Background: an optimization exercise with open tools, aiming at a short achievable clock period and few clock cycles. Do not read the settings as production practice. No activity file was given, so power comes from the tool's default toggle rates.

## arm_core
module arm_core (
    input  wire        clk,
    input  wire        rst,
    output wire [63:0] imem_addr,
    input  wire [31:0] imem_rdata,
    output wire [63:0] dmem_addr,
    output wire [63:0] dmem_wdata,
    output wire        dmem_we,
    input  wire [63:0] dmem_rdata
);
==> flow/config.mk <==
export PLATFORM = sky130hd
export DESIGN_NAME = arm_core
export DESIGN_NICKNAME = arm_core
export VERILOG_FILES = /design/flow/design.v
export SDC_FILE = /design/flow/constraint.sdc
export NUM_CORES = 8
export LEC_CHECK = 0
export ABC_CLOCK_PERIOD_IN_PS = 3000
export CAP_MARGIN = 20
export CORE_MARGIN = 2
export CORE_UTILIZATION = 40
export SLEW_MARGIN = 20
==> flow/constraint.sdc <==
create_clock -name core_clock -period 18.0 [get_ports {clk}]
set_input_delay 3.6000 -clock core_clock [delete_from_list [all_inputs] [get_ports {clk}]]
set_output_delay 3.6000 -clock core_clock [all_outputs]
set_load 0.01 [all_outputs]
standard.sh (not shown) runs the stock make flow with config.mk's settings and CLKGATE_MAP_FILE= SYNTH_SCRIPT=/design/flow/synth_recipe.tcl, a recipe that flattens the netlist after the stock synthesis.
==> flow/flow/run.sh <==
#!/bin/bash
# Standard ORFS layout, with two changes:
# * timing repair aims for a large setup slack, so that the design is
#   optimised well below the design's period (the SDC is unchanged);
# * synthesis leaves adders to ABC instead of mapping them to full- and
#   half-adder cells (ADDER_MAP_FILE empty); registers are unaffected.
set -euo pipefail
MARGIN=${MARGIN:-13.3}
bash standard.sh SETUP_SLACK_MARGIN=$MARGIN ADDER_MAP_FILE= finish > make_finish.log 2>&1
Next try:
--- a/flow/design.v
+++ b/flow/design.v
@@ -205,23 +205,23 @@
 reg  [31:0] irD;
 reg  [63:2] pcD, pc4D;
 reg         predD;
 reg         aluD, ldD, stD, cbzD;
 reg  [1:0]  fnD;             
 reg         vE, ldE, stE, weE;
 reg         lateE, lAE, lBE;     
 reg  [1:0]  fnE;
 reg  [4:0]  rdE;
 reg  [63:0] aE, bE, sE;
 reg         weM, ldM;
-reg         lateM;
+reg         lateM, lAM, lBM;
 reg  [1:0]  fnM;
 reg  [63:0] aM, bM;
 reg  [4:0]  rdM;
 reg  [63:0] resM, addrM, sdM;
 reg         zM;
 reg         stOut;
 reg         weW;
 reg  [4:0]  rdW;
 reg  [63:0] dataW;
 reg         zWi, ldW;          
 reg  [63:0] rf [0:31];
@@ -255,24 +255,24 @@
 wire        cbzF = (imem_rdata[31:24] == OP_CBZ);
 wire [1:0]  fnF  = {~imem_rdata[24], imem_rdata[24] ? imem_rdata[30] : imem_rdata[29]};
 wire [63:0] opB  = fnE[0] ? ~bE : bE;
 wire [63:0] sumE;
 ksadd #(64) alu_add (.a(aE), .b(opB), .cin(fnE[0]), .s(sumE));
 wire [63:0] resE = fnE[1] ? (fnE[0] ? (aE | bE) : (aE & bE)) : sumE;
 wire zAdd = (((aE ^ bE) ^ {(aE | bE), 1'b0}) == 64'd0);
 wire zSub = (aE == bE);
 wire zAnd = ((aE & bE) == 64'd0);
 wire zOrr = ((aE | bE) == 64'd0);
 wire zE   = fnE[1] ? (fnE[0] ? zOrr : zAnd) : (fnE[0] ? zSub : zAdd);
-wire [63:0] laA  = aM;
-wire [63:0] laB  = bM;
+wire [63:0] laA  = lAM ? dataW : aM;
+wire [63:0] laB  = lBM ? dataW : bM;
 wire [63:0] laBs = fnM[0] ? ~laB : laB;
 wire [63:0] sumL;
 ksadd #(64) late_add (.a(laA), .b(laBs), .cin(fnM[0]), .s(sumL));
 wire [63:0] resL = fnM[1] ? (fnM[0] ? (laA | laB) : (laA & laB)) : sumL;
 wire zlAdd = (((laA ^ laB) ^ {(laA | laB), 1'b0}) == 64'd0);
 wire zlSub = (laA == laB);
 wire zlAnd = ((laA & laB) == 64'd0);
 wire zlOrr = ((laA | laB) == 64'd0);
 wire zL    = fnM[1] ? (fnM[0] ? zlOrr : zlAnd) : (fnM[0] ? zlSub : zlAdd);
 wire [4:0] rn = irD[9:5];
 wire [4:0] rm = irD[20:16];
@@ -370,25 +370,27 @@
     fnE    <= aluD ? fnD : 2'b00;
     rdE    <= rt;
     aE     <= valA;
     bE     <= valBI;
     sE     <= valB;
     weM   <= ~rst & vE & weE;
     ldM   <= ldE;
     rdM   <= rdE;
     addrM <= resE;
     if (weE & ~ldE & ~lateE) resM <= resE;
     lateM <= lateE;
+    lAM   <= lAE;
+    lBM   <= lBE;
     fnM   <= fnE;
-    aM    <= lAE ? (ldM ? dmem_rdata : intM) : aE;
-    bM    <= lBE ? (ldM ? dmem_rdata : intM) : bE;
+    aM    <= aE;
+    bM    <= bE;
     sdM   <= sE;
     zM    <= zE;
     stOut <= ~rst & vE & stE;
     weW   <= ~rst & weM;
     rdW   <= rdM;
     dataW <= ldM ? dmem_rdata : intM;
     zWi   <= lateM ? zL : zM;
     ldW   <= ldM;
     if (weW) begin
         rf[rdW] <= dataW;
         zf[rdW] <= zW;
The changed run completed with no timing, DRC or antenna violations.
First-iteration DRC count increases by 4.1%.
Register-to-register slack is worse by 0.71 ns.
Via count increases by 3.7%.
Routed wire length increases by 8.5%.
Power increases by 1.1%.
Cell area increases by 3.1%.
Fmax decreases by 5.7%.
Global-route usage increases by 2.4 points.
Area after synthesis increases by 0.83%.
No run of this note included a check of the RTL's function; only the layout flow was run.

## what the ideal ports hide
The flow's constraints put no driver on any port. The routed layouts listed below were extracted and timed again, unchanged, in two steps.
Step 1 sets driving cells, clkbuf_16 on the clock port and buf_2 on the other inputs (assumed; they add their load-dependent delay and slew).
Step 2, shift: input delay + t, output delay - t, t = (earliest + latest rising clock arrival at the registers) / 2. This alone moves slack from input paths to output paths.
a / b / c = no drivers / after step 1 / after step 2; a / b = the first two.
| run | shift t [ns] | setup WS [ns] | hold slack, ns | worst setup path after step 2 | worst slew at a driven data input, ns |
|---|---|---|---|---|---|
| the first run | 1.143 | 12.730 / 12.584 / 12.170 | 0.321 / 0.321 / 0.321 | input to register | 0.18 |
| the second run | 1.127 | 12.413 / 12.413 / 11.761 | 0.324 / 0.324 / 0.324 | input to register | 0.21 |
After both steps setup and hold are still met in every run listed. For the second run, which loses most, drivers alone change the setup slack by 0.000 ns; drivers and shift together by -0.652 ns.
